From an optimization exercise on the open Yosys and OpenROAD flow, aimed at small area and a short achievable clock period; shortcuts taken in it are not production practice.
Function was checked by simulation only, so behaviour that the tests miss may differ from the original.

==> flow/design.v (excerpt) <==
module pr2_cpu(
	input  logic        clk,
	input  logic        rst,
	output logic [5:0]  pc,
	input  logic [17:0] instr,
	output logic [4:0]  dmem_addr,
	output logic [15:0] dmem_wdata,
	output logic        dmem_we,
	input  logic [15:0] dmem_rdata,
	input  logic        init_en,
	input  logic [3:0]  init_addr,
	input  logic [3:0]  init_data,
	input  logic [3:0]  dbg_addr,
	output logic [15:0] dbg_data
	);
Size: roughly 4,700 cells after synthesis, roughly 310 flip-flops, roughly 93 I/O pins, roughly 0.035 mm2 of cells after synthesis.
clock: 42.0 ns
lec_check: 0
abc_area: 1
cap_margin: 20
core_margin: 2
core_utilization: 40
cts_buf_list: sky130_fd_sc_hd__clkbuf_8
slew_margin: 20
tns_end_percent: 20
standard.sh (not shown) runs the stock make flow with config.mk's settings and CLKGATE_MAP_FILE= SYNTH_SCRIPT=/design/flow/synth_recipe.tcl, a recipe that flattens the netlist after the stock synthesis.
==> flow/flow/run.sh <==
#!/bin/bash
# Standard layout (the standard flow's synthesis, clock and constraints) with two changes
# to how the layout is optimised:
#  - timing repair is asked to leave extra setup slack, so the resizer keeps
#    improving paths beyond what the 42 ns clock requires;
#  - the input/output port buffers are buf_2 instead of the default choice.
set -euo pipefail
bash standard.sh SETUP_SLACK_MARGIN=23 "BUFFER_PORTS_ARGS=-buffer_cell sky130_fd_sc_hd__buf_2" finish > orfs_flow.log 2>&1
The first run completed without violations.
==> next run, changes <==
--- a/flow/flow/run.sh
+++ b/flow/flow/run.sh
@@ -8 +8 @@
-bash standard.sh SETUP_SLACK_MARGIN=23 "BUFFER_PORTS_ARGS=-buffer_cell sky130_fd_sc_hd__buf_2" finish > orfs_flow.log 2>&1
+bash standard.sh SETUP_SLACK_MARGIN=22 "BUFFER_PORTS_ARGS=-buffer_cell sky130_fd_sc_hd__buf_2" finish > orfs_flow.log 2>&1
Settings changed: CORE_UTILIZATION 40 to 55, CTS_BUF_LIST sky130_fd_sc_hd__clkbuf_8 to sky130_fd_sc_hd__clkbuf_4, PLACE_DENSITY set to 0.7, TNS_END_PERCENT 20 to not set.
Design area goes down by about 2.5%.
Routed wire length decreases by about 4%.
Via count stays flat.
Clock skew came out lower by 0.016 ns.

---

== nickel ==
pr2_cpu again, from the RTL that the note above started with.
==> flow/config.mk <==
export PLATFORM = sky130hd
export DESIGN_NAME = pr2_cpu
export DESIGN_NICKNAME = pr2_cpu
export VERILOG_FILES = /design/flow/design.v
export SDC_FILE = /design/flow/constraint.sdc
export NUM_CORES = 4
export LEC_CHECK = 0
export ABC_AREA = 1
export CAP_MARGIN = 20
export CORE_MARGIN = 2
export CORE_UTILIZATION = 40
export SLEW_MARGIN = 20
==> flow/constraint.sdc <==
create_clock -name core_clock -period 42.0 [get_ports {clk}]
set_input_delay 8.4000 -clock core_clock [delete_from_list [all_inputs] [get_ports {clk}]]
set_output_delay 8.4000 -clock core_clock [all_outputs]
set_load 0.01 [all_outputs]
run.sh (not shown) runs the stock make flow with config.mk's settings and CLKGATE_MAP_FILE= SYNTH_SCRIPT=/design/flow/synth_recipe.tcl, a recipe that flattens the netlist after the stock synthesis.
Stock flow here: none of the scripts above is used.
diff inputs: nickel => delta
==> flow/flow/run.sh (new file) <==
#!/bin/bash
# Standard layout (the standard flow's synthesis, clock and constraints) with two changes
# to how the layout is optimised:
#  - timing repair is asked to leave extra setup slack, so the resizer keeps
#    improving paths beyond what the 42 ns clock requires;
#  - the input/output port buffers are buf_2 instead of the default choice.
set -euo pipefail
bash standard.sh SETUP_SLACK_MARGIN=22.5 "BUFFER_PORTS_ARGS=-buffer_cell sky130_fd_sc_hd__buf_2" finish > orfs_flow.log 2>&1
==> flow/standard.sh (new file) <==
#!/bin/bash
# synth_recipe.tcl (not shown) runs the flow's synth.tcl, then flattens the netlist and writes it again
# the make line also repeats each setting of config.mk as NAME=value (left out here)
make -C /OpenROAD-flow-scripts/flow DESIGN_CONFIG=/design/flow/config.mk WORK_HOME=/design/flow/orfs CLKGATE_MAP_FILE= SYNTH_SCRIPT=/design/flow/synth_recipe.tcl "${@:-finish}"
--- a/flow/config.mk
+++ b/flow/config.mk
@@ -10,3 +10,5 @@
 export CORE_MARGIN = 2
 export CORE_UTILIZATION = 40
+export CTS_BUF_LIST = sky130_fd_sc_hd__clkbuf_8
 export SLEW_MARGIN = 20
+export TNS_END_PERCENT = 30
removed: flow/run.sh
### Flow results
Taking nickel as the reference point, the sequential fraction of total cell area of delta falls by 0.83 points. Between nickel and delta, the layout multi-input combinational cell count does not differ in any meaningful way.
Inputs modified between delta and lagoon:
--- a/flow/flow/run.sh
+++ b/flow/flow/run.sh
@@ -6,3 +6,3 @@
 #  - the input/output port buffers are buf_2 instead of the default choice.
 set -euo pipefail
-bash standard.sh SETUP_SLACK_MARGIN=22.5 "BUFFER_PORTS_ARGS=-buffer_cell sky130_fd_sc_hd__buf_2" finish > orfs_flow.log 2>&1
+bash standard.sh SETUP_SLACK_MARGIN=22 "BUFFER_PORTS_ARGS=-buffer_cell sky130_fd_sc_hd__buf_2" finish > orfs_flow.log 2>&1
--- a/flow/config.mk
+++ b/flow/config.mk
@@ -12,3 +12,2 @@
 export CTS_BUF_LIST = sky130_fd_sc_hd__clkbuf_8
 export SLEW_MARGIN = 20
-export TNS_END_PERCENT = 30
[lagoon vs delta] initial antenna violation count: lower in lagoon
Reported for delta and lagoon, remaining antenna violation count after routing turned out identical to the last digit.
Going from delta to lagoon, finished layout cell area lower, global-route usage over all layers fell 0.15 points, logic depth of the worst register-to-register path increased by 0.98% relative to the old numbers.
Final-layout fill cell count was higher in the run labelled lagoon.
Compared to delta, lagoon shows a narrower setup margin.
Compared to delta, the router laid down less metal wire for lagoon.
On final critical-path share of the clock period: between delta and lagoon, it ends up higher for lagoon.
Met2 layer wire length in the routed design, lagoon vs delta: down slightly

## static timing again, ports no longer ideal
The results above use ideal ports. As a check the final layouts listed here were re-extracted and re-timed, cells and wires unchanged. Step 1: set_driving_cell puts a clkbuf_16 on clk and a buf_2 on each other input, an assumption about the parent block. Step 2 times the ports against the registers' clock, not the clock port: input delays grow and output delays shrink by t, the midpoint of the rising clock arrivals with the driver on. Slacks: no drivers / after step 1 / after step 2; pairs: no drivers / after step 1.
run	t, ns	setup slack, ns	worst register clock-pin slew, ns	cell pins on the clock port's net
the first run of note 1	0.707	22.391 / 22.373 / 22.373	0.07 / 0.07	1
the second run of note 1	0.894	22.029 / 21.979 / 21.850	0.08 / 0.08	1
nickel	0.620	19.778 / 19.755 / 19.755	0.07 / 0.07	1
delta	0.740	22.321 / 22.272 / 22.272	0.08 / 0.08	1
lagoon	0.729	22.028 / 22.006 / 22.006	0.08 / 0.08	1
After both steps every run listed still meets setup and hold. The setup slack of the second run of note 1, which loses most, moves by -0.050 ns with the drivers and by -0.179 ns with both steps.
